What follows belongs to an exercise in optimizing a design on an open flow for small area, a short achievable clock period and few clock cycles per item; a production flow would make more cautious choices. RTL that was checked went through simulation tests only; none was proved equivalent to the original. The RTL of runs 1 to 3 was laid out without a check of its function.

==> design.v <==
module part_2_TOP (input clk, rst, start, input [1:0] MOD, input [15:0] Xbus,
                   output Ready, output [17:0] RBUS);
    reg        busy;       
    reg        ph;         
    reg        pend;       
    reg [1:0]  mr;         
    reg [2:0]  k;          
    reg [7:0]  Bone, Btwo, Bneg;   
    reg        Bb15;               
    reg [15:0] U;          
    reg [17:0] acc;        
    wire [15:0] t0 = Xbus - {15'd0, Xbus > 16'h8000} - {15'd0, Xbus != 16'd0};
    wire [15:0] pm;
    mul16hi mu (.a(U), .one(Bone), .two(Btwo), .neg(Bneg), .b15(Bb15), .y(pm));
    reg [2:0] last;
    always @(*) begin
        case (mr)
            2'd0: last = 3'd6;
            2'd1: last = 3'd6;
            2'd2: last = 3'd5;
            default: last = 3'd7;
        endcase
    end
    wire [2:0] kn = k + 3'd1;
    reg [15:0] cn;
    always @(*) begin
        case ({mr == 2'd3, kn})
            {1'b0, 3'd2}: cn = 16'h5555;
            {1'b0, 3'd3}: cn = 16'h4000;
            {1'b0, 3'd4}: cn = 16'h3333;
            {1'b0, 3'd5}: cn = 16'h2AAA;
            {1'b0, 3'd6}: cn = 16'h2492;
            {1'b0, 3'd7}: cn = 16'h2000;
            {1'b1, 3'd2}: cn = 16'hAAAA;
            {1'b1, 3'd3}: cn = 16'hC000;
            {1'b1, 3'd4}: cn = 16'hCCCC;
            {1'b1, 3'd5}: cn = 16'hD555;
            {1'b1, 3'd6}: cn = 16'hD999;
            {1'b1, 3'd7}: cn = 16'hE000;
            default:      cn = 16'h0000;
        endcase
    end
    reg inc, neg;
    always @(*) begin
        case (mr)
            2'd0: begin inc = (k != 3'd7); neg = 1'b0;  end    
            2'd1: begin inc = ~k[0];       neg = k[1];  end    
            2'd2: begin inc = k[0];        neg = ~k[1]; end    
            default: begin inc = 1'b1;     neg = k[0];  end    
        endcase
    end
    wire [17:0] addend = (pend & inc) ? (neg ? -{2'b00, U} : {2'b00, U}) : 18'd0;
    wire [17:0] sum = acc + addend;
    assign RBUS  = sum;
    wire [15:0] dn = (busy & ph) ? cn : Xbus;
    wire [16:0] db = {dn, 1'b0};
    reg [7:0] one_n, two_n, neg_n;
    integer j;
    always @(*) begin
        for (j = 0; j < 8; j = j + 1) begin
            one_n[j] = db[2*j] ^ db[2*j+1];
            two_n[j] = (db[2*j+2] & ~db[2*j+1] & ~db[2*j]) | (~db[2*j+2] & db[2*j+1] & db[2*j]);
            neg_n[j] = db[2*j+2];
        end
    end
    assign Ready = ~busy;
    always @(posedge clk or posedge rst) begin
        if (rst) begin
            busy <= 1'b0;
            ph   <= 1'b0;
            pend <= 1'b0;
            mr   <= 2'd0;
            k    <= 3'd0;
        end else begin
            pend <= busy & ph;
            if (!busy) begin
                if (start) begin
                    busy <= 1'b1;
                    ph   <= 1'b1;
                    mr   <= MOD;
                    k    <= 3'd1;
                end
            end else if (ph) begin
                ph <= 1'b0;
                if (k == last)
                    busy <= 1'b0;
            end else begin
                ph <= 1'b1;
                k  <= kn;
            end
        end
    end
    always @(posedge clk) begin
        U <= busy ? pm : {1'b0, t0[15:1]};
        Bone <= one_n;
        Btwo <= two_n;
        Bneg <= neg_n;
        Bb15 <= dn[15];
        if (!busy & start) begin
            case (MOD)
                2'd0: acc <= {2'b01, t0};
                2'd2: acc <= 18'h10000;
                default: acc <= {2'b00, t0};
            endcase
        end else
            acc <= sum;
    end
endmodule
module mul16hi (input [15:0] a, input [7:0] one, input [7:0] two, input [7:0] neg, input b15, output [15:0] y);
    wire [15:0] b = {b15, 15'd0};
    wire one0 = one[0];
    wire two0 = two[0];
    wire neg0 = neg[0];
    wire one1 = one[1];
    wire two1 = two[1];
    wire neg1 = neg[1];
    wire one2 = one[2];
    wire two2 = two[2];
    wire neg2 = neg[2];
    wire one3 = one[3];
    wire two3 = two[3];
    wire neg3 = neg[3];
    wire one4 = one[4];
    wire two4 = two[4];
    wire neg4 = neg[4];
    wire one5 = one[5];
    wire two5 = two[5];
    wire neg5 = neg[5];
    wire one6 = one[6];
    wire two6 = two[6];
    wire neg6 = neg[6];
    wire one7 = one[7];
    wire two7 = two[7];
    wire neg7 = neg[7];
    wire p0_0 = ((one0 & a[0])) ^ neg0;
    wire p0_1 = ((one0 & a[1]) | (two0 & a[0])) ^ neg0;
    wire p0_2 = ((one0 & a[2]) | (two0 & a[1])) ^ neg0;
    wire p0_3 = ((one0 & a[3]) | (two0 & a[2])) ^ neg0;
    wire p0_4 = ((one0 & a[4]) | (two0 & a[3])) ^ neg0;
    wire p0_5 = ((one0 & a[5]) | (two0 & a[4])) ^ neg0;
    wire p0_6 = ((one0 & a[6]) | (two0 & a[5])) ^ neg0;
    wire p0_7 = ((one0 & a[7]) | (two0 & a[6])) ^ neg0;
    wire p0_8 = ((one0 & a[8]) | (two0 & a[7])) ^ neg0;
    wire p0_9 = ((one0 & a[9]) | (two0 & a[8])) ^ neg0;
    wire p0_10 = ((one0 & a[10]) | (two0 & a[9])) ^ neg0;
    wire p0_11 = ((one0 & a[11]) | (two0 & a[10])) ^ neg0;
    wire p0_12 = ((one0 & a[12]) | (two0 & a[11])) ^ neg0;
    wire p0_13 = ((one0 & a[13]) | (two0 & a[12])) ^ neg0;
    wire p0_14 = ((one0 & a[14]) | (two0 & a[13])) ^ neg0;
    wire p0_15 = ((one0 & a[15]) | (two0 & a[14])) ^ neg0;
    wire p0_16 = ((two0 & a[15])) ^ neg0;
    wire p1_0 = ((one1 & a[0])) ^ neg1;
    wire p1_1 = ((one1 & a[1]) | (two1 & a[0])) ^ neg1;
    wire p1_2 = ((one1 & a[2]) | (two1 & a[1])) ^ neg1;
    wire p1_3 = ((one1 & a[3]) | (two1 & a[2])) ^ neg1;
    wire p1_4 = ((one1 & a[4]) | (two1 & a[3])) ^ neg1;
    wire p1_5 = ((one1 & a[5]) | (two1 & a[4])) ^ neg1;
    wire p1_6 = ((one1 & a[6]) | (two1 & a[5])) ^ neg1;
    wire p1_7 = ((one1 & a[7]) | (two1 & a[6])) ^ neg1;
    wire p1_8 = ((one1 & a[8]) | (two1 & a[7])) ^ neg1;
    wire p1_9 = ((one1 & a[9]) | (two1 & a[8])) ^ neg1;
    wire p1_10 = ((one1 & a[10]) | (two1 & a[9])) ^ neg1;
    wire p1_11 = ((one1 & a[11]) | (two1 & a[10])) ^ neg1;
    wire p1_12 = ((one1 & a[12]) | (two1 & a[11])) ^ neg1;
    wire p1_13 = ((one1 & a[13]) | (two1 & a[12])) ^ neg1;
    wire p1_14 = ((one1 & a[14]) | (two1 & a[13])) ^ neg1;
    wire p1_15 = ((one1 & a[15]) | (two1 & a[14])) ^ neg1;
    wire p1_16 = ((two1 & a[15])) ^ neg1;
    wire p2_0 = ((one2 & a[0])) ^ neg2;
    wire p2_1 = ((one2 & a[1]) | (two2 & a[0])) ^ neg2;
    wire p2_2 = ((one2 & a[2]) | (two2 & a[1])) ^ neg2;
    wire p2_3 = ((one2 & a[3]) | (two2 & a[2])) ^ neg2;
    wire p2_4 = ((one2 & a[4]) | (two2 & a[3])) ^ neg2;
    wire p2_5 = ((one2 & a[5]) | (two2 & a[4])) ^ neg2;
    wire p2_6 = ((one2 & a[6]) | (two2 & a[5])) ^ neg2;
    wire p2_7 = ((one2 & a[7]) | (two2 & a[6])) ^ neg2;
    wire p2_8 = ((one2 & a[8]) | (two2 & a[7])) ^ neg2;
    wire p2_9 = ((one2 & a[9]) | (two2 & a[8])) ^ neg2;
    wire p2_10 = ((one2 & a[10]) | (two2 & a[9])) ^ neg2;
    wire p2_11 = ((one2 & a[11]) | (two2 & a[10])) ^ neg2;
    wire p2_12 = ((one2 & a[12]) | (two2 & a[11])) ^ neg2;
    wire p2_13 = ((one2 & a[13]) | (two2 & a[12])) ^ neg2;
    wire p2_14 = ((one2 & a[14]) | (two2 & a[13])) ^ neg2;
    wire p2_15 = ((one2 & a[15]) | (two2 & a[14])) ^ neg2;
    wire p2_16 = ((two2 & a[15])) ^ neg2;
    wire p3_0 = ((one3 & a[0])) ^ neg3;
    wire p3_1 = ((one3 & a[1]) | (two3 & a[0])) ^ neg3;
    wire p3_2 = ((one3 & a[2]) | (two3 & a[1])) ^ neg3;
    wire p3_3 = ((one3 & a[3]) | (two3 & a[2])) ^ neg3;
    wire p3_4 = ((one3 & a[4]) | (two3 & a[3])) ^ neg3;
    wire p3_5 = ((one3 & a[5]) | (two3 & a[4])) ^ neg3;
    wire p3_6 = ((one3 & a[6]) | (two3 & a[5])) ^ neg3;
    wire p3_7 = ((one3 & a[7]) | (two3 & a[6])) ^ neg3;
    wire p3_8 = ((one3 & a[8]) | (two3 & a[7])) ^ neg3;
    wire p3_9 = ((one3 & a[9]) | (two3 & a[8])) ^ neg3;
    wire p3_10 = ((one3 & a[10]) | (two3 & a[9])) ^ neg3;
    wire p3_11 = ((one3 & a[11]) | (two3 & a[10])) ^ neg3;
    wire p3_12 = ((one3 & a[12]) | (two3 & a[11])) ^ neg3;
    wire p3_13 = ((one3 & a[13]) | (two3 & a[12])) ^ neg3;
    wire p3_14 = ((one3 & a[14]) | (two3 & a[13])) ^ neg3;
    wire p3_15 = ((one3 & a[15]) | (two3 & a[14])) ^ neg3;
    wire p3_16 = ((two3 & a[15])) ^ neg3;
    wire p4_0 = ((one4 & a[0])) ^ neg4;
    wire p4_1 = ((one4 & a[1]) | (two4 & a[0])) ^ neg4;
    wire p4_2 = ((one4 & a[2]) | (two4 & a[1])) ^ neg4;
    wire p4_3 = ((one4 & a[3]) | (two4 & a[2])) ^ neg4;
    wire p4_4 = ((one4 & a[4]) | (two4 & a[3])) ^ neg4;
    wire p4_5 = ((one4 & a[5]) | (two4 & a[4])) ^ neg4;
    wire p4_6 = ((one4 & a[6]) | (two4 & a[5])) ^ neg4;
    wire p4_7 = ((one4 & a[7]) | (two4 & a[6])) ^ neg4;
    wire p4_8 = ((one4 & a[8]) | (two4 & a[7])) ^ neg4;
    wire p4_9 = ((one4 & a[9]) | (two4 & a[8])) ^ neg4;
    wire p4_10 = ((one4 & a[10]) | (two4 & a[9])) ^ neg4;
    wire p4_11 = ((one4 & a[11]) | (two4 & a[10])) ^ neg4;
    wire p4_12 = ((one4 & a[12]) | (two4 & a[11])) ^ neg4;
    wire p4_13 = ((one4 & a[13]) | (two4 & a[12])) ^ neg4;
    wire p4_14 = ((one4 & a[14]) | (two4 & a[13])) ^ neg4;
    wire p4_15 = ((one4 & a[15]) | (two4 & a[14])) ^ neg4;
    wire p4_16 = ((two4 & a[15])) ^ neg4;
    wire p5_0 = ((one5 & a[0])) ^ neg5;
    wire p5_1 = ((one5 & a[1]) | (two5 & a[0])) ^ neg5;
    wire p5_2 = ((one5 & a[2]) | (two5 & a[1])) ^ neg5;
    wire p5_3 = ((one5 & a[3]) | (two5 & a[2])) ^ neg5;
    wire p5_4 = ((one5 & a[4]) | (two5 & a[3])) ^ neg5;
    wire p5_5 = ((one5 & a[5]) | (two5 & a[4])) ^ neg5;
    wire p5_6 = ((one5 & a[6]) | (two5 & a[5])) ^ neg5;
    wire p5_7 = ((one5 & a[7]) | (two5 & a[6])) ^ neg5;
    wire p5_8 = ((one5 & a[8]) | (two5 & a[7])) ^ neg5;
    wire p5_9 = ((one5 & a[9]) | (two5 & a[8])) ^ neg5;
    wire p5_10 = ((one5 & a[10]) | (two5 & a[9])) ^ neg5;
    wire p5_11 = ((one5 & a[11]) | (two5 & a[10])) ^ neg5;
    wire p5_12 = ((one5 & a[12]) | (two5 & a[11])) ^ neg5;
    wire p5_13 = ((one5 & a[13]) | (two5 & a[12])) ^ neg5;
    wire p5_14 = ((one5 & a[14]) | (two5 & a[13])) ^ neg5;
    wire p5_15 = ((one5 & a[15]) | (two5 & a[14])) ^ neg5;
    wire p5_16 = ((two5 & a[15])) ^ neg5;
    wire p6_0 = ((one6 & a[0])) ^ neg6;
    wire p6_1 = ((one6 & a[1]) | (two6 & a[0])) ^ neg6;
    wire p6_2 = ((one6 & a[2]) | (two6 & a[1])) ^ neg6;
    wire p6_3 = ((one6 & a[3]) | (two6 & a[2])) ^ neg6;
    wire p6_4 = ((one6 & a[4]) | (two6 & a[3])) ^ neg6;
    wire p6_5 = ((one6 & a[5]) | (two6 & a[4])) ^ neg6;
    wire p6_6 = ((one6 & a[6]) | (two6 & a[5])) ^ neg6;
    wire p6_7 = ((one6 & a[7]) | (two6 & a[6])) ^ neg6;
    wire p6_8 = ((one6 & a[8]) | (two6 & a[7])) ^ neg6;
    wire p6_9 = ((one6 & a[9]) | (two6 & a[8])) ^ neg6;
    wire p6_10 = ((one6 & a[10]) | (two6 & a[9])) ^ neg6;
    wire p6_11 = ((one6 & a[11]) | (two6 & a[10])) ^ neg6;
    wire p6_12 = ((one6 & a[12]) | (two6 & a[11])) ^ neg6;
    wire p6_13 = ((one6 & a[13]) | (two6 & a[12])) ^ neg6;
    wire p6_14 = ((one6 & a[14]) | (two6 & a[13])) ^ neg6;
    wire p6_15 = ((one6 & a[15]) | (two6 & a[14])) ^ neg6;
    wire p6_16 = ((two6 & a[15])) ^ neg6;
    wire p7_0 = ((one7 & a[0])) ^ neg7;
    wire p7_1 = ((one7 & a[1]) | (two7 & a[0])) ^ neg7;
    wire p7_2 = ((one7 & a[2]) | (two7 & a[1])) ^ neg7;
    wire p7_3 = ((one7 & a[3]) | (two7 & a[2])) ^ neg7;
    wire p7_4 = ((one7 & a[4]) | (two7 & a[3])) ^ neg7;
    wire p7_5 = ((one7 & a[5]) | (two7 & a[4])) ^ neg7;
    wire p7_6 = ((one7 & a[6]) | (two7 & a[5])) ^ neg7;
    wire p7_7 = ((one7 & a[7]) | (two7 & a[6])) ^ neg7;
    wire p7_8 = ((one7 & a[8]) | (two7 & a[7])) ^ neg7;
    wire p7_9 = ((one7 & a[9]) | (two7 & a[8])) ^ neg7;
    wire p7_10 = ((one7 & a[10]) | (two7 & a[9])) ^ neg7;
    wire p7_11 = ((one7 & a[11]) | (two7 & a[10])) ^ neg7;
    wire p7_12 = ((one7 & a[12]) | (two7 & a[11])) ^ neg7;
    wire p7_13 = ((one7 & a[13]) | (two7 & a[12])) ^ neg7;
    wire p7_14 = ((one7 & a[14]) | (two7 & a[13])) ^ neg7;
    wire p7_15 = ((one7 & a[15]) | (two7 & a[14])) ^ neg7;
    wire p7_16 = ((two7 & a[15])) ^ neg7;
    wire n1 = ~neg0 ^ p1_15;
    wire n2 = ~neg0 & p1_15;
    wire n3 = p1_16 ^ p2_14;
    wire n4 = p1_16 & p2_14;
    wire n5 = p0_10 ^ p1_8;
    wire n6 = p0_10 & p1_8;
    wire n7 = p0_11 ^ p1_9;
    wire n8 = p0_11 & p1_9;
    wire n9 = p0_12 ^ p1_10 ^ p2_8;
    wire n10 = (p0_12 & p1_10) | (p0_12 & p2_8) | (p1_10 & p2_8);
    wire n11 = p3_6 ^ p4_4;
    wire n12 = p3_6 & p4_4;
    wire n13 = p0_13 ^ p1_11 ^ p2_9;
    wire n14 = (p0_13 & p1_11) | (p0_13 & p2_9) | (p1_11 & p2_9);
    wire n15 = p3_7 ^ p4_5;
    wire n16 = p3_7 & p4_5;
    wire n17 = p0_14 ^ p1_12 ^ p2_10;
    wire n18 = (p0_14 & p1_12) | (p0_14 & p2_10) | (p1_12 & p2_10);
    wire n19 = p3_8 ^ p4_6 ^ p5_4;
    wire n20 = (p3_8 & p4_6) | (p3_8 & p5_4) | (p4_6 & p5_4);
    wire n21 = p6_2 ^ p7_0;
    wire n22 = p6_2 & p7_0;
    wire n23 = p0_15 ^ p1_13 ^ p2_11;
    wire n24 = (p0_15 & p1_13) | (p0_15 & p2_11) | (p1_13 & p2_11);
    wire n25 = p3_9 ^ p4_7 ^ p5_5;
    wire n26 = (p3_9 & p4_7) | (p3_9 & p5_5) | (p4_7 & p5_5);
    wire n27 = p6_3 ^ p7_1;
    wire n28 = p6_3 & p7_1;
    wire n29 = p0_16 ^ p1_14 ^ p2_12;
    wire n30 = (p0_16 & p1_14) | (p0_16 & p2_12) | (p1_14 & p2_12);
    wire n31 = p3_10 ^ p4_8 ^ p5_6;
    wire n32 = (p3_10 & p4_8) | (p3_10 & p5_6) | (p4_8 & p5_6);
    wire n33 = p6_4 ^ p7_2 ^ (a[0] & b[15]);
    wire n34 = (p6_4 & p7_2) | (p6_4 & (a[0] & b[15])) | (p7_2 & (a[0] & b[15]));
    wire n35 = p2_13 ^ p3_11 ^ p4_9;
    wire n36 = (p2_13 & p3_11) | (p2_13 & p4_9) | (p3_11 & p4_9);
    wire n37 = p5_7 ^ p6_5 ^ p7_3;
    wire n38 = (p5_7 & p6_5) | (p5_7 & p7_3) | (p6_5 & p7_3);
    wire n39 = (a[1] & b[15]) ^ 1'b1 ^ n1;
    wire n40 = ((a[1] & b[15]) & 1'b1) | ((a[1] & b[15]) & n1) | (1'b1 & n1);
    wire n41 = p3_12 ^ p4_10 ^ p5_8;
    wire n42 = (p3_12 & p4_10) | (p3_12 & p5_8) | (p4_10 & p5_8);
    wire n43 = p6_6 ^ p7_4 ^ (a[2] & b[15]);
    wire n44 = (p6_6 & p7_4) | (p6_6 & (a[2] & b[15])) | (p7_4 & (a[2] & b[15]));
    wire n45 = 1'b1 ^ n3 ^ n2;
    wire n46 = (1'b1 & n3) | (1'b1 & n2) | (n3 & n2);
    wire n47 = ~neg1 ^ p2_15 ^ p3_13;
    wire n48 = (~neg1 & p2_15) | (~neg1 & p3_13) | (p2_15 & p3_13);
    wire n49 = p4_11 ^ p5_9 ^ p6_7;
    wire n50 = (p4_11 & p5_9) | (p4_11 & p6_7) | (p5_9 & p6_7);
    wire n51 = p7_5 ^ (a[3] & b[15]) ^ n4;
    wire n52 = (p7_5 & (a[3] & b[15])) | (p7_5 & n4) | ((a[3] & b[15]) & n4);
    wire n53 = p2_16 ^ p3_14 ^ p4_12;
    wire n54 = (p2_16 & p3_14) | (p2_16 & p4_12) | (p3_14 & p4_12);
    wire n55 = p5_10 ^ p6_8 ^ p7_6;
    wire n56 = (p5_10 & p6_8) | (p5_10 & p7_6) | (p6_8 & p7_6);
    wire n57 = (a[4] & b[15]) ^ 1'b1;
    wire n58 = (a[4] & b[15]) & 1'b1;
    wire n59 = ~neg2 ^ p3_15 ^ p4_13;
    wire n60 = (~neg2 & p3_15) | (~neg2 & p4_13) | (p3_15 & p4_13);
    wire n61 = p5_11 ^ p6_9 ^ p7_7;
    wire n62 = (p5_11 & p6_9) | (p5_11 & p7_7) | (p6_9 & p7_7);
    wire n63 = p3_16 ^ p4_14 ^ p5_12;
    wire n64 = (p3_16 & p4_14) | (p3_16 & p5_12) | (p4_14 & p5_12);
    wire n65 = p6_10 ^ p7_8;
    wire n66 = p6_10 & p7_8;
    wire n67 = ~neg3 ^ p4_15 ^ p5_13;
    wire n68 = (~neg3 & p4_15) | (~neg3 & p5_13) | (p4_15 & p5_13);
    wire n69 = p4_16 ^ p5_14;
    wire n70 = p4_16 & p5_14;
    wire n71 = p0_6 ^ p1_4;
    wire n72 = p0_6 & p1_4;
    wire n73 = p0_7 ^ p1_5;
    wire n74 = p0_7 & p1_5;
    wire n75 = p0_8 ^ p1_6 ^ p2_4;
    wire n76 = (p0_8 & p1_6) | (p0_8 & p2_4) | (p1_6 & p2_4);
    wire n77 = p3_2 ^ p4_0;
    wire n78 = p3_2 & p4_0;
    wire n79 = p0_9 ^ p1_7 ^ p2_5;
    wire n80 = (p0_9 & p1_7) | (p0_9 & p2_5) | (p1_7 & p2_5);
    wire n81 = p3_3 ^ p4_1;
    wire n82 = p3_3 & p4_1;
    wire n83 = p2_6 ^ p3_4 ^ p4_2;
    wire n84 = (p2_6 & p3_4) | (p2_6 & p4_2) | (p3_4 & p4_2);
    wire n85 = p5_0 ^ neg5 ^ n5;
    wire n86 = (p5_0 & neg5) | (p5_0 & n5) | (neg5 & n5);
    wire n87 = p2_7 ^ p3_5 ^ p4_3;
    wire n88 = (p2_7 & p3_5) | (p2_7 & p4_3) | (p3_5 & p4_3);
    wire n89 = p5_1 ^ n7 ^ n6;
    wire n90 = (p5_1 & n7) | (p5_1 & n6) | (n7 & n6);
    wire n91 = p5_2 ^ p6_0 ^ neg6;
    wire n92 = (p5_2 & p6_0) | (p5_2 & neg6) | (p6_0 & neg6);
    wire n93 = n9 ^ n11 ^ n8;
    wire n94 = (n9 & n11) | (n9 & n8) | (n11 & n8);
    wire n95 = p5_3 ^ p6_1 ^ n13;
    wire n96 = (p5_3 & p6_1) | (p5_3 & n13) | (p6_1 & n13);
    wire n97 = n15 ^ n10 ^ n12;
    wire n98 = (n15 & n10) | (n15 & n12) | (n10 & n12);
    wire n99 = neg7 ^ n17 ^ n19;
    wire n100 = (neg7 & n17) | (neg7 & n19) | (n17 & n19);
    wire n101 = n21 ^ n14 ^ n16;
    wire n102 = (n21 & n14) | (n21 & n16) | (n14 & n16);
    wire n103 = n23 ^ n25 ^ n27;
    wire n104 = (n23 & n25) | (n23 & n27) | (n25 & n27);
    wire n105 = n18 ^ n20 ^ n22;
    wire n106 = (n18 & n20) | (n18 & n22) | (n20 & n22);
    wire n107 = n29 ^ n31 ^ n33;
    wire n108 = (n29 & n31) | (n29 & n33) | (n31 & n33);
    wire n109 = n24 ^ n26 ^ n28;
    wire n110 = (n24 & n26) | (n24 & n28) | (n26 & n28);
    wire n111 = n35 ^ n37 ^ n39;
    wire n112 = (n35 & n37) | (n35 & n39) | (n37 & n39);
    wire n113 = n30 ^ n32 ^ n34;
    wire n114 = (n30 & n32) | (n30 & n34) | (n32 & n34);
    wire n115 = n41 ^ n43 ^ n45;
    wire n116 = (n41 & n43) | (n41 & n45) | (n43 & n45);
    wire n117 = n36 ^ n38 ^ n40;
    wire n118 = (n36 & n38) | (n36 & n40) | (n38 & n40);
    wire n119 = n47 ^ n49 ^ n51;
    wire n120 = (n47 & n49) | (n47 & n51) | (n49 & n51);
    wire n121 = n42 ^ n44 ^ n46;
    wire n122 = (n42 & n44) | (n42 & n46) | (n44 & n46);
    wire n123 = n53 ^ n55 ^ n57;
    wire n124 = (n53 & n55) | (n53 & n57) | (n55 & n57);
    wire n125 = n48 ^ n50 ^ n52;
    wire n126 = (n48 & n50) | (n48 & n52) | (n50 & n52);
    wire n127 = (a[5] & b[15]) ^ n59 ^ n61;
    wire n128 = ((a[5] & b[15]) & n59) | ((a[5] & b[15]) & n61) | (n59 & n61);
    wire n129 = n54 ^ n56 ^ n58;
    wire n130 = (n54 & n56) | (n54 & n58) | (n56 & n58);
    wire n131 = (a[6] & b[15]) ^ 1'b1 ^ n63;
    wire n132 = ((a[6] & b[15]) & 1'b1) | ((a[6] & b[15]) & n63) | (1'b1 & n63);
    wire n133 = n65 ^ n60 ^ n62;
    wire n134 = (n65 & n60) | (n65 & n62) | (n60 & n62);
    wire n135 = p6_11 ^ p7_9 ^ (a[7] & b[15]);
    wire n136 = (p6_11 & p7_9) | (p6_11 & (a[7] & b[15])) | (p7_9 & (a[7] & b[15]));
    wire n137 = n67 ^ n64 ^ n66;
    wire n138 = (n67 & n64) | (n67 & n66) | (n64 & n66);
    wire n139 = p6_12 ^ p7_10 ^ (a[8] & b[15]);
    wire n140 = (p6_12 & p7_10) | (p6_12 & (a[8] & b[15])) | (p7_10 & (a[8] & b[15]));
    wire n141 = 1'b1 ^ n69 ^ n68;
    wire n142 = (1'b1 & n69) | (1'b1 & n68) | (n69 & n68);
    wire n143 = ~neg4 ^ p5_15 ^ p6_13;
    wire n144 = (~neg4 & p5_15) | (~neg4 & p6_13) | (p5_15 & p6_13);
    wire n145 = p7_11 ^ (a[9] & b[15]) ^ n70;
    wire n146 = (p7_11 & (a[9] & b[15])) | (p7_11 & n70) | ((a[9] & b[15]) & n70);
    wire n147 = p5_16 ^ p6_14 ^ p7_12;
    wire n148 = (p5_16 & p6_14) | (p5_16 & p7_12) | (p6_14 & p7_12);
    wire n149 = (a[10] & b[15]) ^ 1'b1;
    wire n150 = (a[10] & b[15]) & 1'b1;
    wire n151 = ~neg5 ^ p6_15 ^ p7_13;
    wire n152 = (~neg5 & p6_15) | (~neg5 & p7_13) | (p6_15 & p7_13);
    wire n153 = p6_16 ^ p7_14;
    wire n154 = p6_16 & p7_14;
    wire n155 = p0_4 ^ p1_2;
    wire n156 = p0_4 & p1_2;
    wire n157 = p0_5 ^ p1_3;
    wire n158 = p0_5 & p1_3;
    wire n159 = p2_2 ^ p3_0 ^ neg3;
    wire n160 = (p2_2 & p3_0) | (p2_2 & neg3) | (p3_0 & neg3);
    wire n161 = p2_3 ^ p3_1 ^ n73;
    wire n162 = (p2_3 & p3_1) | (p2_3 & n73) | (p3_1 & n73);
    wire n163 = neg4 ^ n75 ^ n77;
    wire n164 = (neg4 & n75) | (neg4 & n77) | (n75 & n77);
    wire n165 = n79 ^ n81 ^ n76;
    wire n166 = (n79 & n81) | (n79 & n76) | (n81 & n76);
    wire n167 = n83 ^ n85 ^ n80;
    wire n168 = (n83 & n85) | (n83 & n80) | (n85 & n80);
    wire n169 = n87 ^ n89 ^ n84;
    wire n170 = (n87 & n89) | (n87 & n84) | (n89 & n84);
    wire n171 = n91 ^ n93 ^ n88;
    wire n172 = (n91 & n93) | (n91 & n88) | (n93 & n88);
    wire n173 = n95 ^ n97 ^ n92;
    wire n174 = (n95 & n97) | (n95 & n92) | (n97 & n92);
    wire n175 = n99 ^ n101 ^ n96;
    wire n176 = (n99 & n101) | (n99 & n96) | (n101 & n96);
    wire n177 = n103 ^ n105 ^ n100;
    wire n178 = (n103 & n105) | (n103 & n100) | (n105 & n100);
    wire n179 = n107 ^ n109 ^ n104;
    wire n180 = (n107 & n109) | (n107 & n104) | (n109 & n104);
    wire n181 = n111 ^ n113 ^ n108;
    wire n182 = (n111 & n113) | (n111 & n108) | (n113 & n108);
    wire n183 = n115 ^ n117 ^ n112;
    wire n184 = (n115 & n117) | (n115 & n112) | (n117 & n112);
    wire n185 = n119 ^ n121 ^ n116;
    wire n186 = (n119 & n121) | (n119 & n116) | (n121 & n116);
    wire n187 = n123 ^ n125 ^ n120;
    wire n188 = (n123 & n125) | (n123 & n120) | (n125 & n120);
    wire n189 = n127 ^ n129 ^ n124;
    wire n190 = (n127 & n129) | (n127 & n124) | (n129 & n124);
    wire n191 = n131 ^ n133 ^ n128;
    wire n192 = (n131 & n133) | (n131 & n128) | (n133 & n128);
    wire n193 = n135 ^ n137 ^ n132;
    wire n194 = (n135 & n137) | (n135 & n132) | (n137 & n132);
    wire n195 = n139 ^ n141 ^ n136;
    wire n196 = (n139 & n141) | (n139 & n136) | (n141 & n136);
    wire n197 = n143 ^ n145 ^ n140;
    wire n198 = (n143 & n145) | (n143 & n140) | (n145 & n140);
    wire n199 = n147 ^ n149 ^ n144;
    wire n200 = (n147 & n149) | (n147 & n144) | (n149 & n144);
    wire n201 = (a[11] & b[15]) ^ n151 ^ n148;
    wire n202 = ((a[11] & b[15]) & n151) | ((a[11] & b[15]) & n148) | (n151 & n148);
    wire n203 = (a[12] & b[15]) ^ 1'b1 ^ n153;
    wire n204 = ((a[12] & b[15]) & 1'b1) | ((a[12] & b[15]) & n153) | (1'b1 & n153);
    wire n205 = ~neg6 ^ p7_15 ^ (a[13] & b[15]);
    wire n206 = (~neg6 & p7_15) | (~neg6 & (a[13] & b[15])) | (p7_15 & (a[13] & b[15]));
    wire n207 = p7_16 ^ (a[14] & b[15]);
    wire n208 = p7_16 & (a[14] & b[15]);
    wire n209 = p0_2 ^ p1_0;
    wire n210 = p0_2 & p1_0;
    wire n211 = p0_3 ^ p1_1;
    wire n212 = p0_3 & p1_1;
    wire n213 = p2_0 ^ neg2 ^ n155;
    wire n214 = (p2_0 & neg2) | (p2_0 & n155) | (neg2 & n155);
    wire n215 = p2_1 ^ n157 ^ n156;
    wire n216 = (p2_1 & n157) | (p2_1 & n156) | (n157 & n156);
    wire n217 = n71 ^ n159 ^ n158;
    wire n218 = (n71 & n159) | (n71 & n158) | (n159 & n158);
    wire n219 = n72 ^ n161 ^ n160;
    wire n220 = (n72 & n161) | (n72 & n160) | (n161 & n160);
    wire n221 = n74 ^ n163 ^ n162;
    wire n222 = (n74 & n163) | (n74 & n162) | (n163 & n162);
    wire n223 = n78 ^ n165 ^ n164;
    wire n224 = (n78 & n165) | (n78 & n164) | (n165 & n164);
    wire n225 = n82 ^ n167 ^ n166;
    wire n226 = (n82 & n167) | (n82 & n166) | (n167 & n166);
    wire n227 = n86 ^ n169 ^ n168;
    wire n228 = (n86 & n169) | (n86 & n168) | (n169 & n168);
    wire n229 = n90 ^ n171 ^ n170;
    wire n230 = (n90 & n171) | (n90 & n170) | (n171 & n170);
    wire n231 = n94 ^ n173 ^ n172;
    wire n232 = (n94 & n173) | (n94 & n172) | (n173 & n172);
    wire n233 = n98 ^ n175 ^ n174;
    wire n234 = (n98 & n175) | (n98 & n174) | (n175 & n174);
    wire n235 = n102 ^ n177 ^ n176;
    wire n236 = (n102 & n177) | (n102 & n176) | (n177 & n176);
    wire n237 = n106 ^ n179 ^ n178;
    wire n238 = (n106 & n179) | (n106 & n178) | (n179 & n178);
    wire n239 = n110 ^ n181 ^ n180;
    wire n240 = (n110 & n181) | (n110 & n180) | (n181 & n180);
    wire n241 = n114 ^ n183 ^ n182;
    wire n242 = (n114 & n183) | (n114 & n182) | (n183 & n182);
    wire n243 = n118 ^ n185 ^ n184;
    wire n244 = (n118 & n185) | (n118 & n184) | (n185 & n184);
    wire n245 = n122 ^ n187 ^ n186;
    wire n246 = (n122 & n187) | (n122 & n186) | (n187 & n186);
    wire n247 = n126 ^ n189 ^ n188;
    wire n248 = (n126 & n189) | (n126 & n188) | (n189 & n188);
    wire n249 = n130 ^ n191 ^ n190;
    wire n250 = (n130 & n191) | (n130 & n190) | (n191 & n190);
    wire n251 = n134 ^ n193 ^ n192;
    wire n252 = (n134 & n193) | (n134 & n192) | (n193 & n192);
    wire n253 = n138 ^ n195 ^ n194;
    wire n254 = (n138 & n195) | (n138 & n194) | (n195 & n194);
    wire n255 = n142 ^ n197 ^ n196;
    wire n256 = (n142 & n197) | (n142 & n196) | (n197 & n196);
    wire n257 = n146 ^ n199 ^ n198;
    wire n258 = (n146 & n199) | (n146 & n198) | (n199 & n198);
    wire n259 = n150 ^ n201 ^ n200;
    wire n260 = (n150 & n201) | (n150 & n200) | (n201 & n200);
    wire n261 = n152 ^ n203 ^ n202;
    wire n262 = (n152 & n203) | (n152 & n202) | (n203 & n202);
    wire n263 = n154 ^ n205 ^ n204;
    wire n264 = (n154 & n205) | (n154 & n204) | (n205 & n204);
    wire n265 = 1'b1 ^ n207 ^ n206;
    wire n266 = (1'b1 & n207) | (1'b1 & n206) | (n207 & n206);
    wire n267 = ~neg7 ^ (a[15] & b[15]) ^ n208;
    wire n268 = (~neg7 & (a[15] & b[15])) | (~neg7 & n208) | ((a[15] & b[15]) & n208);
    wire [31:0] s = {n267, n265, n263, n261, n259, n257, n255, n253, n251, n249, n247, n245, n243, n241, n239, n237, n235, n233, n231, n229, n227, n225, n223, n221, n219, n217, n215, n213, n211, neg1, p0_1, p0_0} + {n266, n264, n262, n260, n258, n256, n254, n252, n250, n248, n246, n244, n242, n240, n238, n236, n234, n232, n230, n228, n226, n224, n222, n220, n218, n216, n214, n212, n210, n209, 1'b0, neg0};
    assign y = s[31:16];
endmodule
==> run.sh <==
#!/bin/bash
# synth_recipe.tcl (not shown) runs the flow's synth.tcl, then flattens the netlist and writes it again
# the make line also repeats each setting of config.mk as NAME=value (left out here)
make -C /OpenROAD-flow-scripts/flow DESIGN_CONFIG=/design/flow/config.mk WORK_HOME=/design/flow/orfs CLKGATE_MAP_FILE= SYNTH_SCRIPT=/design/flow/synth_recipe.tcl finish
==> config.mk <==
export PLATFORM = sky130hd
export DESIGN_NAME = part_2_TOP
export DESIGN_NICKNAME = part_2_TOP
export VERILOG_FILES = /design/flow/design.v
export SDC_FILE = /design/flow/constraint.sdc
export NUM_CORES = 4
export LEC_CHECK = 0
export CAP_MARGIN = 20
export CORE_MARGIN = 2
export CORE_UTILIZATION = 40
export PLACE_DENSITY = 0.6
export SLEW_MARGIN = 20
==> constraint.sdc <==
create_clock -name core_clock -period 10.0 [get_ports {clk}]
set_input_delay 2.0000 -clock core_clock [delete_from_list [all_inputs] [get_ports {clk}]]
set_output_delay 2.0000 -clock core_clock [all_outputs]
set_load 0.01 [all_outputs]
==> results of run 1 <==
==> cell families after synthesis <==
family | Yosys count
AND/OR/NAND/NOR | 213
buffers and inverters | 215
flip-flops | 66
multiplexers | 16
XOR/XNOR | 197
adder cells (fa/ha/maj) | 185
AO/OA/AOI/OAI | 292
==> state kept, by name, summed over array words and instances (netlist names), 2 cells and up <==
name and flops:
U 16, Bneg 8, Btwo 8, mr 2, Bone 8, acc 18
k 3
==> routing by layer <==
metal / part of all wire / routed length (µm) / up-vias / GRT usage
met2: 0.48 / 13100 / 290 / 0.343
met5: 0 / 0 / - / 0
met4: 0.022 / 614 / 0 / 0.0586
met3: 0.060 / 1670 / 42 / 0.0303
met1: 0.44 / 12200 / 4070 / 0.294
li1: - / - / 3961 / -
==> cells in the final DEF (no fill, tap or decap), types with 13 or more instances in the layout <==
cell / netlist / final
xnor2_1: 159 / 159
inv_1: 122 / 122
a22oi_1: 119 / 119
fa_1: 103 / 103
ha_1: 82 / 82
nand2_1: 74 / 74
dfxtp_1: 58 / 58
nor2_1: 54 / 54
a21oi_1: 51 / 51
clkdlybuf4s50_1: 0 / 39
xor2_1: 38 / 38
o21ai_0: 32 / 32
nor3_1: 18 / 18
and2_1: 15 / 15
buf_4: 0 / 14
a21o_1: 13 / 13
o2bb2ai_1: 13 / 13
==> worst reg2reg max path: stages, from the launching register on <==
cell and delay, ns:
dfxtp_1 0.90, inv_2 0.29, xnor2_1 0.32, fa_1 0.46
fa_1 0.50, inv_1 0.05, fa_1 0.52, inv_1 0.05
fa_1 0.49, inv_1 0.04, ha_1 0.29, and4_1 0.22
and2_1 0.18, a22oi_2 0.26, o211ai_2 0.24, a21oi_2 0.28
nand2_1 0.11, a21oi_1 0.19, xor2_1 0.29, mux2i_1 0.14
==> final timing paths <==
path                               from        to  cells after the start
worst max register to register  Bneg[3]      U[7]                     19
min in group asynchronous           rst      busy                      2
worst min-delay path               k[2]      busy                      1
worst min register to register     k[2]      busy                      1
worst max-delay path               U[0]  RBUS[17]                     16
max in group asynchronous           rst        ph                      2
==> area by class of cell <==
| cell class | count | area (µm²) |
|---|---|---|
| fill | 2542 | 14000 |
| multi-input combinational | 903 | 8050 |
| sequential | 66 | 1360 |
| timing repair buffer | 53 | 495 |
| inverter | 127 | 477 |
| tap | 330 | 413 |
| clock buffer | 9 | 225 |
| clock inverter | 7 | 101 |
==> stage by stage <==
step	hold slack (ns)	worst slack (ns)
2_1_floorplan	0.456	4.34
3_3_place_gp	0.515	3.74
3_5_place_dp	0.507	3.68
4_1_cts	0.517	3.27
5_1_grt	0.547	2.89
6_report	0.529	3.26
==> impl_metrics.ini, run 1 <==
[worst_setup_path]
crit_chain = inv_1 -> ha_1 -> nand2_1 -> or4b_1 -> o31ai_1 -> xor2_1 -> nor2_1 -> ha_1 -> nor2_1 -> o31ai_1 -> a21o_1 -> a41o_1 -> a311o_1 -> a21oi_1 -> xnor2_1 -> clkdlybuf4s50_1
crit_slowest_cell = or4b_1
slowest_delay_ns = 0.60
regToRegSetupSlack_ns = 4.01
crit_path_start_kind = flip-flop
cp.buffers_inverters = 2
critical_path_class = reg -> out
crit_arrival_ns = 4.74
cp_max_fo = 19
crit_family = compound AO/OA/AOI/OAI gates
setup.worst_path.end_class = output pin
crit_required_ns = 8.00

[timing]
grt_setup_unrepaired = no
report.final.hold_viol_count = 0
finalCritPeriodShare = 0.674
finalCriticalPeriod_ns = 6.74
setup_violations = 0
final_max_slew_viol_count = 0
setup_tns_ns = 0
worstMarginPinSlew_ns = 0.913
relSlewSlack = 0.390
max_freq_mhz = 148
skew_ns = 0.00642

[detailed_routing]
drc = 0
dr.pass1.iters = 5
dr.first_iter.drc_count = 590
antenna_left = 0
wire_per_inst_um = 18.5
num_vias = 8363
via_per_inst = 5.59
finalWirelength_mm = 27.6

[yosys]
synth_top_family_by_area = adder cells
async_flop_share = 0.121
synthAdderAreaFrac = 0.302
synth_edf_count = 0
netlist_instances = 1184
yosys_warnings = 1
netlist_area_um2 = 10200
ys_seq_area_frac = 0.133
synth-xor-area-share = 0.169
yosys.area_share.simple = 0.0985
ys_types = 64
synth_area_leaders = fa_1 20%, xnor2_1 14%, dfxtp_1 11%, ha_1 10%, a22oi_1 8.7%
synth_common_cells = 159 x xnor2_1, 122 x inv_1, 119 x a22oi_1
synth_top_area_cell = fa_1
avgSynthCellArea_um2 = 8.64
synth.ff_latch_count = 66
synth_nets = 1390
synth-main-ff-cell = dfxtp_1
synth_most_common_cell = xnor2_1
synth_top_area_share = 0.202
muxShareOfSynthArea = 0.0164
synth_compound_area_frac = 0.201

[placed_design]
port_buffers = 39
place.gp.congestion = 0.883
placed_area_um2 = 10800
dp.cells = 1479
dp.final_hpwl_mm = 21.6

[layout]
area_growth_pct = 8.80
final_layout_size_suffix_gt1_frac = 0.0524
diodes = 0
stdcell_count = 1495
nNetsFinal = 1366
final_util = 0.443
final_area_um2 = 11100

[clocking]
postCtsSetupBuffers = 0
cts_tree = done
cts-resized-gates = 0
clock-sinks = 66
h-tree-depth = 3
cts_root_buf = clkbuf_16
clkSlewWorstSetupHoldPaths_ns = 0.06
cts_buffers = 9
clk_latency_ns = 0.34
ctsHoldBuffers = 0
clk_path_buf_depth = 2

[run_status]
status = timing/DRC/antenna clean

[floorplanning]
die_w_um = 164
die_y_um = 164
fp-row-count = 58
initial_utilization = 0.407
dieArea_um2 = 26900
core_area_um2 = 25100
io_pins = 40

[min_path]
hold_path.class = reg -> reg

[grt]
antenna_found_initial = 0
grt_remaining_overflow = 0
grt_max_degree = 27
grt_pass1_wl_mm = 44.5
grt_use_total = 0.212
grt_pass1_vias = 8167

[flow_run]
drv_cap = 0
==> inputs of run 2 (changes only) <==
--- a/design.v
+++ b/design.v
@@ -4,3 +4,2 @@
     reg        ph;         
-    reg        pend;       
     reg [1:0]  mr;         
@@ -11,3 +10,13 @@
     reg [17:0] acc;        
-    wire [15:0] t0 = Xbus - {15'd0, Xbus > 16'h8000} - {15'd0, Xbus != 16'd0};
+    wire        nz = |Xbus;
+    wire        gt = Xbus[15] & (|Xbus[14:0]);
+    wire        c0 = nz & (~Xbus[0] | gt);
+    wire [14:0] y  = Xbus[15:1];
+    reg  [14:0] h;                     
+    integer i;
+    always @(*) begin
+        for (i = 0; i < 15; i = i + 1)
+            h[i] = y[i] ^ (c0 & ~|(y & ((15'd1 << i) - 15'd1)));
+    end
+    wire [15:0] t0 = {h, Xbus[0] ^ (nz & ~gt)};
     wire [15:0] pm;
@@ -51,4 +60,6 @@
     end
-    wire [17:0] addend = (pend & inc) ? (neg ? -{2'b00, U} : {2'b00, U}) : 18'd0;
-    wire [17:0] sum = acc + addend;
+    reg aen, aneg;    
+    wire [17:0] addend = {18{aen}} & ({18{aneg}} ^ {2'b00, U});
+    wire [18:0] sum1 = {acc, 1'b1} + {addend, aen & aneg};
+    wire [17:0] sum = sum1[18:1];
     assign RBUS  = sum;
@@ -70,3 +81,4 @@
             ph   <= 1'b0;
-            pend <= 1'b0;
+            aen  <= 1'b0;
+            aneg <= 1'b0;
             mr   <= 2'd0;
@@ -74,3 +86,4 @@
         end else begin
-            pend <= busy & ph;
+            aen  <= busy & ph & inc;
+            aneg <= neg;
             if (!busy) begin
==> impl_metrics.ini, run 2 <==
[detailed_routing]
via_per_inst = 5.79
drc = 0
antenna_left = 0
dr.first_iter.drc_count = 780
dr.pass1.iters = 6
wire_per_inst_um = 20.0
finalWirelength_mm = 31.3
num_vias = 9046

[floorplanning]
die_w_um = 166
die_y_um = 166
dieArea_um2 = 27700
core_area_um2 = 26000
fp-row-count = 59
initial_utilization = 0.406
io_pins = 40

[grt]
antenna_found_initial = 0
grt_remaining_overflow = 0
grt_pass1_wl_mm = 49.9
grt_pass1_vias = 9053
grt_use_total = 0.227
grt_max_degree = 28

[yosys]
synth-main-ff-cell = dfxtp_1
netlist_instances = 1256
synth_common_cells = 152 x xnor2_1, 125 x inv_1, 120 x a22oi_1
synth_most_common_cell = xnor2_1
synth.ff_latch_count = 67
synth_top_area_cell = fa_1
synth_top_area_share = 0.194
synth_area_leaders = fa_1 19%, xnor2_1 13%, dfxtp_1 11%, ha_1 9.4%, a22oi_1 8.5%
ys_seq_area_frac = 0.132
netlist_area_um2 = 10500
yosys_warnings = 1
async_flop_share = 0.134
ys_types = 62
avgSynthCellArea_um2 = 8.39
synth_nets = 1458
synth_edf_count = 0

[layout]
final_cell_mix = 152 x xnor2_1, 125 x inv_1, 120 x a22oi_1
largest_register_ffs = 18
final_area_um2 = 11400
final_layout_size_suffix_gt1_frac = 0.0310
top_register = acc
area_growth_pct = 7.79
fillers = 2602
final_common_cell = xnor2_1
nNetsFinal = 1424
final_util = 0.437
diodes = 0
top_regs = acc (18), U (16)

[placed_design]
place_ws_ns = 4.01
dp.final_hpwl_mm = 23.1
place.gp.congestion = 0.894
port_buffers = 39
placed_area_um2 = 11100

[clocking]
clk_latency_ns = 0.35
cts_root_buf = clkbuf_16
clock-sinks = 67
clk_path_buf_depth = 2
h-tree-depth = 3
postCtsSetupBuffers = 0
cts_tree = done
clkSlewWorstSetupHoldPaths_ns = 0.05
cts-resized-gates = 0
cts_buffers = 9
ctsHoldBuffers = 0

[run_status]
status = timing/DRC/antenna clean

[timing]
report.final.hold_viol_count = 0
skew_ns = 0.00876
relSlewSlack = 0.334
setup_tns_ns = 0
finalCritPeriodShare = 0.637
final_max_slew_viol_count = 0
setup_violations = 0
fin_ws_ns = 3.63
finalCriticalPeriod_ns = 6.37
max_freq_mhz = 157
grt_setup_unrepaired = no
worstMarginPinSlew_ns = 0.998

[flow_run]
drv_cap = 0

[worst_setup_path]
crit_arrival_ns = 4.37
crit_required_ns = 8.00
critical_path_class = reg -> out
crit_path_start_kind = flip-flop
setup.worst_path.end_class = output pin
cp_max_fo = 18

[min_path]
hold_path.class = reg -> reg
-- run 2: changes by cell type after synthesis, sizes merged, moves of 9 or more --
| cell | before | now |
|---|---|---|
| and2 | 15 | 28 |
| clkbuf | 72 | 84 |
| nand2 | 74 | 88 |
| nor2 | 54 | 45 |
| o21ai | 37 | 66 |
| o2bb2ai | 13 | 1 |
-- run 2: final cells by class --
cell class,count,area [µm²],share of cell area
clock inverter,2,35.0,0.00308
sequential,67,1390,0.122
multi-input combinational,963,8300,0.731
clock buffer,14,254,0.0224
timing repair buffer,50,473,0.0416
tap,335,419,0.0369
inverter,131,492,0.0433
-- run 2: kinds of logic after synthesis --
logic type	Yosys count	share of synthesized area
compound gates	333	0.215
simple gates	239	0.109
buf+inv	226	0.0808
xor+xnor	197	0.164
fa+ha+maj	181	0.287
flops	67	0.132
mux	13	0.0128
-- run 2: layer usage --
metal  vias to the layer above  GRT usage  wire length (µm)
li1                       4216          -                 -
met1                      4440      0.305             13500
met2                       334      0.371             14800
met3                        56     0.0415              2130
met4                         0     0.0750               890
met5                         -          0                 0
-- run 2: path summary, 6_finish.rpt --
| kind | start | endpoint | slack, ns | cells past startpoint |
|---|---|---|---|---|
| setup / recovery | aneg | RBUS[17] | 3.63 | 11 |
| hold / removal | k[2] | busy | 0.51 | 1 |
| setup reg to reg | Btwo[3] | U[13] | 4.02 | 15 |
| hold reg to reg | k[2] | busy | 0.51 | 1 |
| max in group asynchronous | rst | busy | 7.83 | 2 |
| min in group asynchronous | rst | k[2] | 1.91 | 2 |
-- run 2: through the flow --
| stage | hold slack, ns | instances |
|---|---|---|
| detailed placement | 0.512 | 1546 |
| floorplan | 0.456 | 1256 |
| global placement | 0.510 | 1546 |
| finish | 0.512 | 1562 |
| CTS | 0.518 | 1562 |
| global route | 0.540 | 1562 |
-- run 2: worst max-delay path: stages, from the launching register on --
cell             delay [ns]
dfrtp_1                0.99
nand2_1                0.39
fa_1                   0.51
nor2b_1                0.12
o21ai_1                0.08
a21boi_1               0.25
or4b_1                 0.23
nand3_1                0.16
a31o_2                 0.29
o2111ai_1              0.21
nor3b_1                0.21
clkdlybuf4s50_1        0.56
==> inputs of run 3 (changes only) <==
--- a/config.mk
+++ b/config.mk
@@ -11,2 +11,3 @@
 export PLACE_DENSITY = 0.6
+export SETUP_SLACK_MARGIN = 4
 export SLEW_MARGIN = 20
==> impl_metrics.ini, run 3 <==
[placed_design]
place.gp.congestion = 0.894
placed_area_um2 = 11100
place_ws_ns = 4.01
dp.final_hpwl_mm = 23.1
port_buffers = 39

[min_path]
hold-path-cell-count = 1
min_from = k[2]
hold_path.class = reg -> reg
worstHoldEndpoint = busy

[detailed_routing]
finalWirelength_mm = 31.2
antenna_left = 0
wire_per_inst_um = 19.9
drc = 0
num_vias = 9020
via_per_inst = 5.76
dr.pass1.iters = 5
dr.first_iter.drc_count = 746

[floorplanning]
die_w_um = 166
dieArea_um2 = 27700
die_y_um = 166
io_pins = 40
initial_utilization = 0.406
core_area_um2 = 26000
fp-row-count = 59

[layout]
regArea_um2 = 1420
final_cell_mix = 152 x xnor2_1, 125 x inv_1, 120 x a22oi_1
largest_register_ffs = 18
final_common_cell = xnor2_1
nNetsFinal = 1429
area_growth_pct = 8.58
fillers = 2599
multi_input_area_um2 = 8310
diodes = 0
final_util = 0.440
top_regs = acc (18), U (16)
top_register = acc
final_layout_size_suffix_gt1_frac = 0.0584
final_area_um2 = 11400

[timing]
grt_setup_unrepaired = no
final_max_slew_viol_count = 0
fin_ws_ns = 4.22
skew_ns = 0.00783
finalCritPeriodShare = 0.578
max_freq_mhz = 173
setup_violations = 0
report.final.hold_viol_count = 0
worstMarginPinSlew_ns = 0.900
setup_tns_ns = 0
relSlewSlack = 0.400
finalCriticalPeriod_ns = 5.78

[clocking]
clkSlewWorstSetupHoldPaths_ns = 0.05
ctsHoldBuffers = 0
clk_path_buf_depth = 2
cts_buffers = 9
clk_latency_ns = 0.35
h-tree-depth = 3
cts_root_buf = clkbuf_16
clock-sinks = 67
cts_tree = done

[yosys]
muxShareOfSynthArea = 0.0128
synth-main-ff-cell = dfxtp_1
synth-xor-area-share = 0.164
netlist_instances = 1256
synth_top_area_share = 0.194
synth_most_common_cell = xnor2_1
synth_edf_count = 0
yosys.area_share.simple = 0.109
synth_area_leaders = fa_1 19%, xnor2_1 13%, dfxtp_1 11%, ha_1 9.4%, a22oi_1 8.5%
ys_seq_area_frac = 0.132
ys_types = 62
synthAdderAreaFrac = 0.287
async_flop_share = 0.134
synth_compound_area_frac = 0.215
synth.ff_latch_count = 67
synth_nets = 1458
synth_top_area_cell = fa_1
yosys_warnings = 1
synth_top_family_by_area = adder cells
synth_common_cells = 152 x xnor2_1, 125 x inv_1, 120 x a22oi_1
netlist_area_um2 = 10500
avgSynthCellArea_um2 = 8.39

[worst_setup_path]
setup.worst_path.end_class = output pin
cp_max_fo = 11
crit_path_start_kind = flip-flop
r2r-start = Btwo[0]
critical_path_class = reg -> out
regToRegSetupSlack_ns = 4.37
worstReg2RegEnd = U[13]
crit_required_ns = 8.00
crit_arrival_ns = 3.78
r2r_cells = 18

[grt]
grt_pass1_wl_mm = 49.9
grt_pass1_vias = 9053
grt_use_met3 = 0.0415
antenna_found_initial = 0
grt.busiest_layer = met2
grt_max_degree = 28
grt_remaining_overflow = 0
use_met2 = 0.371
grt_use_total = 0.227
gr-usage-met1 = 0.305

[run_status]
status = timing/DRC/antenna clean

[flow_run]
drv_cap = 0
[run 3: per-layer routing]
layer	share of wire	vias to the layer above
met5	0	-
met4	0.028	0
met3	0.059	56
met2	0.47	303
met1	0.44	4435
li1	-	4226
[run 3: critical path, stage by stage, from the launching register on]
cell             delay (ns)
dfrtp_4                0.55
buf_4                  0.21
xor2_1                 0.15
and2_1                 0.18
ha_1                   0.32
a21oi_1                0.25
or4b_4                 0.53
nand3_1                0.15
a31o_2                 0.24
nor3_1                 0.08
nor3b_1                0.20
clkdlybuf4s50_1        0.56
[run 3: what timing repair did]
| item | in CTS | in global routing |
|---|---|---|
| pin swaps | 0 | 0 |
| setup buffers | 0 | 5 |
| setup endpoints to repair | 9 | 12 |
| resized for setup | 2 | 30 |
[run 3: worst max path at each step]
stage,to,slack [ns],startpoint
floorplan,U[13],4.46,Bneg[4]
global placement,RBUS[17],4.02,aneg
detailed placement,RBUS[17],4.01,aneg
CTS,RBUS[17],4.02,aneg
global route,RBUS[17],4.00,aneg
finish,RBUS[17],4.22,aneg
[run 3: cells by family after synthesis]
kind of cell	count (synthesis)
muxes	13
adders and majority gates	181
and+or+nand+nor	239
AOI/OAI and AO/OA	333
xor gates and xnor gates	197
DFF	67
buffers and inverters	226
[run 3: final cells by class]
type / count / area share
Multi-Input combinational cell: 963 / 0.726
Tap cell: 335 / 0.0366
Timing Repair Buffer: 55 / 0.0449
Inverter: 131 / 0.0430
Clock buffer: 14 / 0.0222
Clock inverter: 2 / 0.00306
Sequential cell: 67 / 0.124
[run 3: stage by stage]
stage	hold WS, ns	cells
finish	0.511	1567
global route	0.540	1567
CTS	0.518	1562
detailed placement	0.512	1546
global placement	0.510	1546
floorplan	0.456	1256
==> inputs of run 4 (changes only) <==
--- a/design.v
+++ b/design.v
@@ -10,2 +10,4 @@
     reg [17:0] acc;        
+    reg        sh;         
+    reg [1:0]  lo2;
     wire        nz = |Xbus;
@@ -61,3 +63,4 @@
     reg aen, aneg;    
-    wire [17:0] addend = {18{aen}} & ({18{aneg}} ^ {2'b00, U});
+    wire [15:0] ua = sh ? {U[13:0], lo2} : U;
+    wire [17:0] addend = {18{aen}} & ({18{aneg}} ^ {2'b00, ua});
     wire [18:0] sum1 = {acc, 1'b1} + {addend, aen & aneg};
@@ -65,3 +68,4 @@
     assign RBUS  = sum;
-    wire [15:0] dn = (busy & ph) ? cn : Xbus;
+    wire skip = busy & ph & (k == 3'd2) & (mr != 2'd3);
+    wire [15:0] dn = (busy & ph & ~skip) ? cn : Xbus;
     wire [16:0] db = {dn, 1'b0};
@@ -95,2 +99,4 @@
                 end
+            end else if (skip) begin
+                k <= 3'd3;
             end else if (ph) begin
@@ -106,3 +112,5 @@
     always @(posedge clk) begin
-        U <= busy ? pm : {1'b0, t0[15:1]};
+        U <= !busy ? {1'b0, t0[15:1]} : skip ? {2'b00, pm[15:2]} : pm;
+        sh <= skip;
+        lo2 <= pm[1:0];
         Bone <= one_n;
--- a/config.mk
+++ b/config.mk
@@ -11,3 +11,3 @@
 export PLACE_DENSITY = 0.6
-export SETUP_SLACK_MARGIN = 4
+export SETUP_SLACK_MARGIN = 5
 export SLEW_MARGIN = 20
==> impl_metrics.ini, run 4 <==
[run_status]
status = timing/DRC/antenna clean

[worst_setup_path]
crit_slowest_cell = fa_1
setup.worst_path.end_class = flip-flop
r2r-start = U[5]
crit_arrival_ns = 5.38
crit_required_ns = 10.20
regToRegSetupSlack_ns = 4.82
critical_path_class = reg -> reg
cp_common_cell = fa_1
crit_path_start_kind = flip-flop
cp_max_fo = 5
crit_chain = buf_8 -> a22oi_2 -> xnor2_2 -> fa_1 -> inv_2 -> fa_1 -> fa_1 -> fa_1 -> ha_4 -> a21o_1 -> nand2b_4 -> or3_4 -> a211oi_4 -> buf_4 -> nor3_4 -> buf_4 -> xor2_2 -> nand2b_4 -> o2bb2ai_2
worstReg2RegEnd = U[5]
r2r_cells = 19
slowest_delay_ns = 0.57

[timing]
fin_ws_ns = 4.82
skew_ns = 0.00657
relSlewSlack = 0.458
setup_tns_ns = 0
finalCritPeriodShare = 0.518
grt_setup_unrepaired = yes
report.final.hold_viol_count = 0
final_max_slew_viol_count = 0
max_freq_mhz = 193
setup_violations = 0
worstMarginPinSlew_ns = 0.802
finalCriticalPeriod_ns = 5.18

[detailed_routing]
dr.first_iter.drc_count = 712
dr.pass1.iters = 6
wire_per_inst_um = 20.4
via_per_inst = 5.77
num_vias = 9622
finalWirelength_mm = 34.0
drc = 0
antenna_left = 0

[clocking]
cts_tree = done
cts_buffers = 9
h-tree-depth = 3
clk_path_buf_depth = 2
cts_root_buf = clkbuf_16
clkSlewWorstSetupHoldPaths_ns = 0.06
ctsHoldBuffers = 0
clk_latency_ns = 0.34
clock-sinks = 70

[yosys]
synth_nets = 1459
synth_most_common_cell = xnor2_1
avgSynthCellArea_um2 = 8.65
synth-xor-area-share = 0.159
synth.ff_latch_count = 70
synth_edf_count = 0
synth-main-ff-cell = dfxtp_1
ys_types = 75
async_flop_share = 0.129
yosys_warnings = 1
synth_compound_area_frac = 0.217
synthAdderAreaFrac = 0.280
synth_top_family_by_area = adder cells
synth_top_area_cell = fa_1
ys_seq_area_frac = 0.133
netlist_area_um2 = 10900
synth_top_area_share = 0.188
netlist_instances = 1256
muxShareOfSynthArea = 0.0226
yosys.area_share.simple = 0.111
synth_area_leaders = fa_1 19%, xnor2_1 14%, dfxtp_1 11%, ha_1 9.2%, a22oi_1 8.4%
synth_common_cells = 177 x xnor2_1, 121 x a22oi_1, 115 x inv_1

[placed_design]
dp.final_hpwl_mm = 23.6
place_ws_ns = 3.90
port_buffers = 39
place.gp.congestion = 0.907

[layout]
diodes = 0
largest_register_ffs = 18
top_register = acc
final_cell_mix = 170 x xnor2_1, 113 x inv_1, 102 x a22oi_1
top_regs = acc (18), U (16)
final_common_cell = xnor2_1
area_growth_pct = 23.8
final_layout_size_suffix_gt1_frac = 0.240
nNetsFinal = 1527

[floorplanning]
dieArea_um2 = 28500
die_y_um = 169
io_pins = 40
die_w_um = 169
initial_utilization = 0.405
core_area_um2 = 26800
fp-row-count = 60

[grt]
grt_pass1_wl_mm = 53.1
grt_use_total = 0.238
grt_remaining_overflow = 0
grt_max_degree = 22
antenna_found_initial = 0
grt_pass1_vias = 9523

[min_path]
worstHoldEndpoint = busy
min_from = k[2]
hold_path.class = reg -> reg
hold-path-cell-count = 1

[flow_run]
drv_cap = 0
[run 4: changes by cell type in the layout (fill, tap and decap cells not counted), moves of 16 or more]
cell / delta
ha_1: -21
xor2_1: -30
a22oi_1: -18
a22oi_2: +19
dfxtp_2: -24
ha_4: +16
buf_4: +77
xnor2_1: +18
a21oi_1: -17
dfxtp_4: +34
[run 4: metal layers]
layer	GRT usage	wire (µm)
met1	0.326	14800
met2	0.394	16400
met4	0.0648	692
met5	0	0
met3	0.0320	2080
[run 4: through the flow]
step,util,cells,instance area [µm²],hold WS [ns]
after global placement,0.424,1548,11400,0.563
after floorplan,-,1256,10900,0.501
after global routing,0.501,1669,13400,0.600
after detailed placement,0.424,1548,11400,0.555
after CTS,0.481,1628,12900,0.569
final,0.501,1669,13400,0.570
[run 4: critical path: cells and delay by family (launching register included)]
kind / cells / cell delay, ns
and+or+nand+nor: 4 / 0.69
adders and majority gates: 5 / 2.30
DFF: 1 / 0.36
AOI/OAI and AO/OA: 4 / 0.86
xor gates and xnor gates: 2 / 0.28
buffers and inverters: 4 / 0.55
[run 4: timing repair]
| action | CTS | global route |
|---|---|---|
| buffers inserted | 63 | 41 |
| resized for setup | 219 | 56 |
| cloned | 2 | 0 |
| pin swaps | 61 | 42 |
| endpoints found under the setup margin | 35 | 28 |
[run 4: final cells by class]
cell class	instances	area [µm²]
fillers	2442	13400
multi-input cells	966	9210
flip-flops and latches	70	1580
repair buffers	156	1460
inverters	121	464
well taps	341	427
clock buffers	11	243
clock inverters	4	47.5
[run 4: cells by family after synthesis]
kind of cell,count (synthesis)
xor+xnor,196
compound gates,330
flops,70
simple gates,234
fa+ha+maj,182
buf+inv,220
mux,24
[run 4: worst max path at each step]
stage,startpoint,to,slack [ns],depth (start not counted)
5_1_grt,U[5],U[15],4.67,17
3_5_place_dp,sh,RBUS[13],3.90,12
3_3_place_gp,sh,RBUS[13],3.96,12
6_report,U[5],U[5],4.82,19
2_1_floorplan,Bone[4],U[11],4.97,19
4_1_cts,sh,RBUS[13],4.83,13
Testbench counts of run 4, summed over its fixed seeds: cycles 14,484, items 1,280.
==> inputs of run 5 (changes only) <==
--- a/config.mk
+++ b/config.mk
@@ -7,2 +7,3 @@
 export LEC_CHECK = 0
+export ABC_CLOCK_PERIOD_IN_PS = 4500
 export CAP_MARGIN = 20
@@ -11,3 +12,3 @@
 export PLACE_DENSITY = 0.6
-export SETUP_SLACK_MARGIN = 5
+export SETUP_SLACK_MARGIN = 4
 export SLEW_MARGIN = 20
==> impl_metrics.ini, run 5 <==
[run_status]
status = timing/DRC/antenna clean

[worst_setup_path]
r2r_cells = 15
cp_common_cell = and2_1
crit_path_start_kind = flip-flop
r2r-start = Bone[2]
crit_chain = mux2i_1 -> xnor2_1 -> and2_1 -> ha_1 -> and2_1 -> o21ai_0 -> o21ai_2 -> a41oi_2 -> o31ai_4 -> a221o_1 -> xnor2_2 -> clkdlybuf4s50_1
slowest_delay_ns = 0.64
crit_slowest_cell = dfxtp_2
critical_path_class = reg -> out
crit_required_ns = 8.00
regToRegSetupSlack_ns = 4.25
cp_max_fo = 19
crit_arrival_ns = 3.83
crit_family = compound AO/OA/AOI/OAI gates
cp.buffers_inverters = 1

[clocking]
clk_latency_ns = 0.34
cts_buffers = 9
cts_tree = done
clk_path_buf_depth = 2
clkSlewWorstSetupHoldPaths_ns = 0.06
cts_root_buf = clkbuf_16
clock-sinks = 70
h-tree-depth = 3
ctsHoldBuffers = 0

[yosys]
synth_edf_count = 0
ys_types = 75
muxShareOfSynthArea = 0.0226
synth.ff_latch_count = 70
synth-xor-area-share = 0.159
synth_compound_area_frac = 0.217
synth_top_family_by_area = adder cells
ys_seq_area_frac = 0.133
netlist_instances = 1256
synth-main-ff-cell = dfxtp_1
synth_most_common_cell = xnor2_1
synth_nets = 1459
synth_common_cells = 177 x xnor2_1, 121 x a22oi_1, 115 x inv_1
netlist_area_um2 = 10900
synth_top_area_cell = fa_1
yosys.area_share.simple = 0.111
yosys_warnings = 1
avgSynthCellArea_um2 = 8.65
synthAdderAreaFrac = 0.280
async_flop_share = 0.129
synth_top_area_share = 0.188

[detailed_routing]
drc = 0
dr.pass1.iters = 5
dr.first_iter.drc_count = 717
num_vias = 9114
finalWirelength_mm = 31.1
antenna_left = 0
via_per_inst = 5.81
wire_per_inst_um = 19.8

[grt]
grt_pass1_wl_mm = 49.7
grt_remaining_overflow = 0
antenna_found_initial = 0
grt_pass1_vias = 8902
grt_use_total = 0.222
grt_max_degree = 27

[min_path]
worstHoldEndpoint = busy
hold-path-cell-count = 1
hold_path.class = reg -> reg

[flow_run]
drv_cap = 0

[timing]
fin_ws_ns = 4.17
report.final.hold_viol_count = 0
setup_tns_ns = 0
max_freq_mhz = 172
relSlewSlack = 0.470
setup_violations = 0
finalCritPeriodShare = 0.583
skew_ns = 0.00630
grt_setup_unrepaired = yes
finalCriticalPeriod_ns = 5.83
worstMarginPinSlew_ns = 0.794
final_max_slew_viol_count = 0

[floorplanning]
die_w_um = 169
die_y_um = 169
io_pins = 40
initial_utilization = 0.405
core_area_um2 = 26800
fp-row-count = 60
dieArea_um2 = 28500

[layout]
final_common_cell = xnor2_1
multi_input_area_um2 = 8590
fillers = 2689
nNetsFinal = 1427
final_layout_size_suffix_gt1_frac = 0.0797
largest_register_ffs = 18
final_cell_mix = 177 x xnor2_1, 121 x a22oi_1, 115 x inv_1
stdcell_count = 1570
area_growth_pct = 8.51
diodes = 0
regArea_um2 = 1490
top_register = acc

[placed_design]
dp.final_hpwl_mm = 23.7
place_ws_ns = 3.87
port_buffers = 39
place.gp.congestion = 0.899
dp.cells = 1549
-- run 5: cell counts after synthesis --
Identical to the previous run, type by type.
-- run 5: worst max path at each step --
stage                  from  endpoint  slack (ns)  cells past startpoint
floorplan           Bneg[1]     U[11]        4.54                     17
global placement         sh  RBUS[13]        3.96                     12
detailed placement       sh  RBUS[13]        3.87                     12
CTS                    U[6]  RBUS[13]        3.99                     13
global route        Bone[6]      U[9]        3.96                     16
finish                 U[3]  RBUS[16]        4.17                     12
-- run 5: cell families after synthesis --
| group | after synthesis |
|---|---|
| buf+inv | 220 |
| simple gates | 234 |
| compound gates | 330 |
| flops | 70 |
| mux | 24 |
| fa+ha+maj | 182 |
| xor+xnor | 196 |
-- run 5: per-stage QoR --
stage / cell area (µm²) / utilization / hold slack (ns)
floorplan: 10900 / - / 0.501
global placement: 11400 / 0.425 / 0.567
detailed placement: 11400 / 0.425 / 0.555
CTS: 11700 / 0.437 / 0.556
global route: 11800 / 0.440 / 0.602
finish: 11800 / 0.440 / 0.554
-- run 5: layer usage --
metal | share of wire | track usage | vias to the layer above
met5 | 0 | 0 | -
met4 | 0.016 | 0.0450 | 0
met1 | 0.46 | 0.313 | 4520
li1 | - | - | 4251
met2 | 0.47 | 0.365 | 298
met3 | 0.054 | 0.0292 | 45
-- run 5: layout make-up --
cell class                 count  area share
inverter                     121      0.0385
clock buffer                  11      0.0214
sequential                    70       0.126
multi-input combinational    966       0.729
clock inverter                 5     0.00478
timing repair buffer          56      0.0440
tap                          341      0.0362
-- run 5: timing repair --
| item | in CTS | in global routing |
|---|---|---|
| endpoints found under the setup margin | 10 | 16 |
| pin swaps | 0 | 1 |
| buffers inserted | 0 | 5 |
| gates resized for setup | 10 | 25 |

[separate check: timing with driven ports]
No port has a modelled driver above. Below, the same layouts with a new extraction and two added sets of constraints. Step 1 assumes that a clkbuf_16 drives the clock port and a buf_2 every other input. Step 2 adds t to the input delays and takes it off the output delays; t is the mean of the earliest and latest rising clock arrival at the registers after step 1. Input paths then give back, and output paths get back, about the clock's delay inside the block. Slacks: ideal ports / drivers / drivers and shift; pairs: ideal ports / drivers.
run	t, ns	slack for setup (ns)	latest minus earliest clock arrival (ns)
run 1	0.367	3.260 / 3.227 / 3.594	0.007 / 0.006
run 2	0.383	3.634 / 3.595 / 3.977	0.008 / 0.009
run 3	0.384	4.221 / 4.181 / 4.372	0.008 / 0.008
run 4	0.372	4.820 / 4.820 / 4.820	0.006 / 0.007
run 5	0.378	4.171 / 4.129 / 4.250	0.006 / 0.006
After both steps setup and hold are still met in every run listed.
